This is an optimization exercise on Yosys and OpenROAD, whose aim is small area, not a production implementation. Only simulation tests tie the RTL to the original design; equivalence was not proved. Power figures rest on the tool's default switching activity, not on a simulated workload.

Design usb3_link, start of the top module:
module usb3_link (
input	wire			local_clk,
input	wire			reset_n,
input	wire	[4:0]	ltssm_state,
input	wire			ltssm_hot_reset,
output	reg				ltssm_go_disabled,
output	reg		[2:0]	ltssm_go_u,
output	reg				ltssm_go_recovery,
input	wire	[31:0]	in_data,
input	wire	[3:0]	in_datak,
input	wire			in_active,
output	reg		[31:0]	outp_data,
output	reg		[3:0]	outp_datak,
output	reg				outp_active,
input	wire			out_stall,
input	wire	[1:0]	endp_mode_rx,
input	wire	[1:0]	endp_mode_tx,
input	wire	[6:0]	dev_addr,
output	reg				prot_rx_tp,
output	reg				prot_rx_tp_hosterr,
output	reg				prot_rx_tp_retry,
output	reg				prot_rx_tp_pktpend,
output	reg		[3:0]	prot_rx_tp_subtype,
output	reg		[3:0]	prot_rx_tp_endp,
output	reg		[4:0]	prot_rx_tp_nump,
output	reg		[4:0]	prot_rx_tp_seq,
output	reg		[15:0]	prot_rx_tp_stream,
output	reg				prot_rx_dph,
output	reg				prot_rx_dph_eob,
output	reg				prot_rx_dph_setup,
output	reg				prot_rx_dph_pktpend,
output	reg		[3:0]	prot_rx_dph_endp,
output	reg		[4:0]	prot_rx_dph_seq,
output	reg		[15:0]	prot_rx_dph_len,
output	reg				prot_rx_dpp_start,
output	reg				prot_rx_dpp_done,
output	reg				prot_rx_dpp_crcgood,
input	wire			prot_tx_tp_a,
input	wire			prot_tx_tp_a_retry,
input	wire			prot_tx_tp_a_dir,
input	wire	[3:0]	prot_tx_tp_a_subtype,
input	wire	[3:0]	prot_tx_tp_a_endp,
input	wire	[4:0]	prot_tx_tp_a_nump,
input	wire	[4:0]	prot_tx_tp_a_seq,
input	wire	[15:0]	prot_tx_tp_a_stream,
output	reg				prot_tx_tp_a_ack,
input	wire			prot_tx_tp_b,
input	wire			prot_tx_tp_b_retry,
input	wire			prot_tx_tp_b_dir,
input	wire	[3:0]	prot_tx_tp_b_subtype,
input	wire	[3:0]	prot_tx_tp_b_endp,
input	wire	[4:0]	prot_tx_tp_b_nump,
input	wire	[4:0]	prot_tx_tp_b_seq,
input	wire	[15:0]	prot_tx_tp_b_stream,
output	reg				prot_tx_tp_b_ack,
input	wire			prot_tx_tp_c,
input	wire			prot_tx_tp_c_retry,
input	wire			prot_tx_tp_c_dir,
input	wire	[3:0]	prot_tx_tp_c_subtype,
input	wire	[3:0]	prot_tx_tp_c_endp,
input	wire	[4:0]	prot_tx_tp_c_nump,
input	wire	[4:0]	prot_tx_tp_c_seq,
input	wire	[15:0]	prot_tx_tp_c_stream,
output	reg				prot_tx_tp_c_ack,
input	wire			prot_tx_dph,
input	wire			prot_tx_dph_eob,
input	wire			prot_tx_dph_dir,
input	wire	[3:0]	prot_tx_dph_endp,
input	wire	[4:0]	prot_tx_dph_seq,
input	wire	[15:0]	prot_tx_dph_len,
output	reg				prot_tx_dpp_ack,
output	reg				prot_tx_dpp_done,
output	reg		[8:0]	buf_in_addr,
output	reg		[31:0]	buf_in_data,
output	reg				buf_in_wren,
input	wire			buf_in_ready,
output	reg				buf_in_commit,
output	reg		[10:0]	buf_in_commit_len,
input	wire			buf_in_commit_ack,
output	reg		[9:0]	buf_out_addr,
input	wire	[31:0]	buf_out_q,
input	wire	[10:0]	buf_out_len,
input	wire			buf_out_hasdata,
output	reg				buf_out_arm,
input	wire			buf_out_arm_ack,
output	reg				err_lbad,
output	reg				err_lbad_recv,
output	reg				err_stuck_hpseq,
output	reg				err_lcmd_undefined,
output	reg				err_lcrd_mismatch,
output	reg				err_lgood_order,
output	reg				err_lgood_missed,
output	reg				err_pending_hp,
output	reg				err_credit_hp,
output	reg				err_hp_crc,
output	reg				err_hp_seq,
output	reg				err_hp_type,
output	reg				err_dpp_len_mismatch
);
For scale: roughly 5300 cells after synthesis, roughly 1500 flip-flops, ~0.060 mm² of cells after synthesis.
Settings: LEC_CHECK=0, CAP_MARGIN=0, CORE_MARGIN=2, CORE_UTILIZATION=55, SLEW_MARGIN=0; clock period 8.0 ns.
standard.sh (not shown) runs the stock make flow with config.mk's settings and CLKGATE_MAP_FILE= SYNTH_SCRIPT=/design/flow/synth_recipe.tcl, a recipe that flattens the netlist after the stock synthesis.
==> flow/flow/run.sh <==
#!/bin/bash
# Own layout flow: the standard layout (standard.sh) with one change to
# synthesis. The synthesis is ORFS's synth.tcl run through synth_recipe.tcl as
# the standard flow runs it, except that the ABC technology-mapping step uses
# flow/area.abc (area-recovering mapping, no speed-driven buffering) instead of
# ORFS's abc_speed.script. Flip-flops are mapped by dfflibmap before ABC runs,
# so the registers, their names and their cell types are the standard ones.
# Each tool's output goes to its own log in this folder.
set -euo pipefail
W=$(pwd)

# synth.tcl with the ABC call replaced
sed 's|^  log_cmd abc {\*}\$abc_args$|  log_cmd abc -script '"$W"'/flow/area.abc {*}$lib_args {*}$lib_dont_use_args|' \
  "$FLOW_HOME/scripts/synth.tcl" > "$W/area_synth.tcl"
grep -q 'flow/area.abc' "$W/area_synth.tcl"
# The standard flow's synthesis wrapper, sourcing that synth.tcl
sed 's|source \$::env(SCRIPTS_DIR)/synth.tcl|source '"$W"'/area_synth.tcl|' \
  "$W/synth_recipe.tcl" > "$W/area_synth_recipe.tcl"
grep -q 'area_synth.tcl' "$W/area_synth_recipe.tcl"

# synthesis into the folder standard.sh uses, then the standard flow from there
make -C "$FLOW_HOME" DESIGN_CONFIG="$W/config.mk" WORK_HOME="$W/orfs" CLKGATE_MAP_FILE= \
  SYNTH_SCRIPT="$W/area_synth_recipe.tcl" synth > "$W/synth.log" 2>&1
# clock tree: sink clusters of up to 25 flip-flops under one clkbuf_16, and no
# dummy loads (they only balance an already small skew)
export CTS_ARGS="-sink_clustering_enable -repair_clock_nets -dont_use_dummy_load -sink_clustering_size 25 -sink_clustering_max_diameter 100 -buf_list sky130_fd_sc_hd__clkbuf_16"
# every input and output port still gets its own buffer, the smallest one
export BUFFER_PORTS_ARGS="-buffer_cell sky130_fd_sc_hd__buf_1"
bash "$W/standard.sh" > "$W/layout.log" 2>&1
test -f "$W/out/final.def"
==> flow/flow/area.abc <==
strash
dc2
&get -n
&st
&dch
&nf
&put
strash
&get -n
&st
&dc2
&syn2
&dch -f
&nf -a
&put
strash
&get -n
&st
&dc2
&syn2
&dch -f
&nf -a
&put
Edit:
- CAP_MARGIN: 0 -> 10
- SLEW_MARGIN: 0 -> 10
After rerunning: The new run went through all stages and came out clean; design area stays flat; routed wire length stays flat; critical path depth does not change; setup slack got worse by 43 ps; sequential power is about the same; non-clock buffer count is higher by 1; first-iteration DRC count is higher by a few percent; synthesized cell count does not change.

==> what the ideal ports hide <==
The flow's constraints put no driver on any port. The routed layouts listed below were extracted and timed again, unchanged, in two steps. Step 1, drivers: a clkbuf_16 drives local_clk and a buf_2 each remaining input, both assumed. Step 2 moves the port delays by t, midway between the first and last clock arrival at a register: inputs arrive t later, outputs are due t later. That takes back most of the time a late clock gives input paths. Slacks: no drivers / after step 1 / after step 2; pairs: no drivers / after step 1.
| run | t, ns | setup WS [ns] | worst setup path at the end | latest minus earliest clock arrival (ns) | cell pins on the clock port's net |
|---|---|---|---|---|---|
| the first run | 0.729 | 2.281 / 2.281 / 2.281 | register to register | 0.112 / 0.112 | 1 |
| the second run | 0.729 | 2.238 / 2.238 / 2.238 | register to register | 0.112 / 0.112 | 1 |
After both steps setup and hold are still met in every run listed.
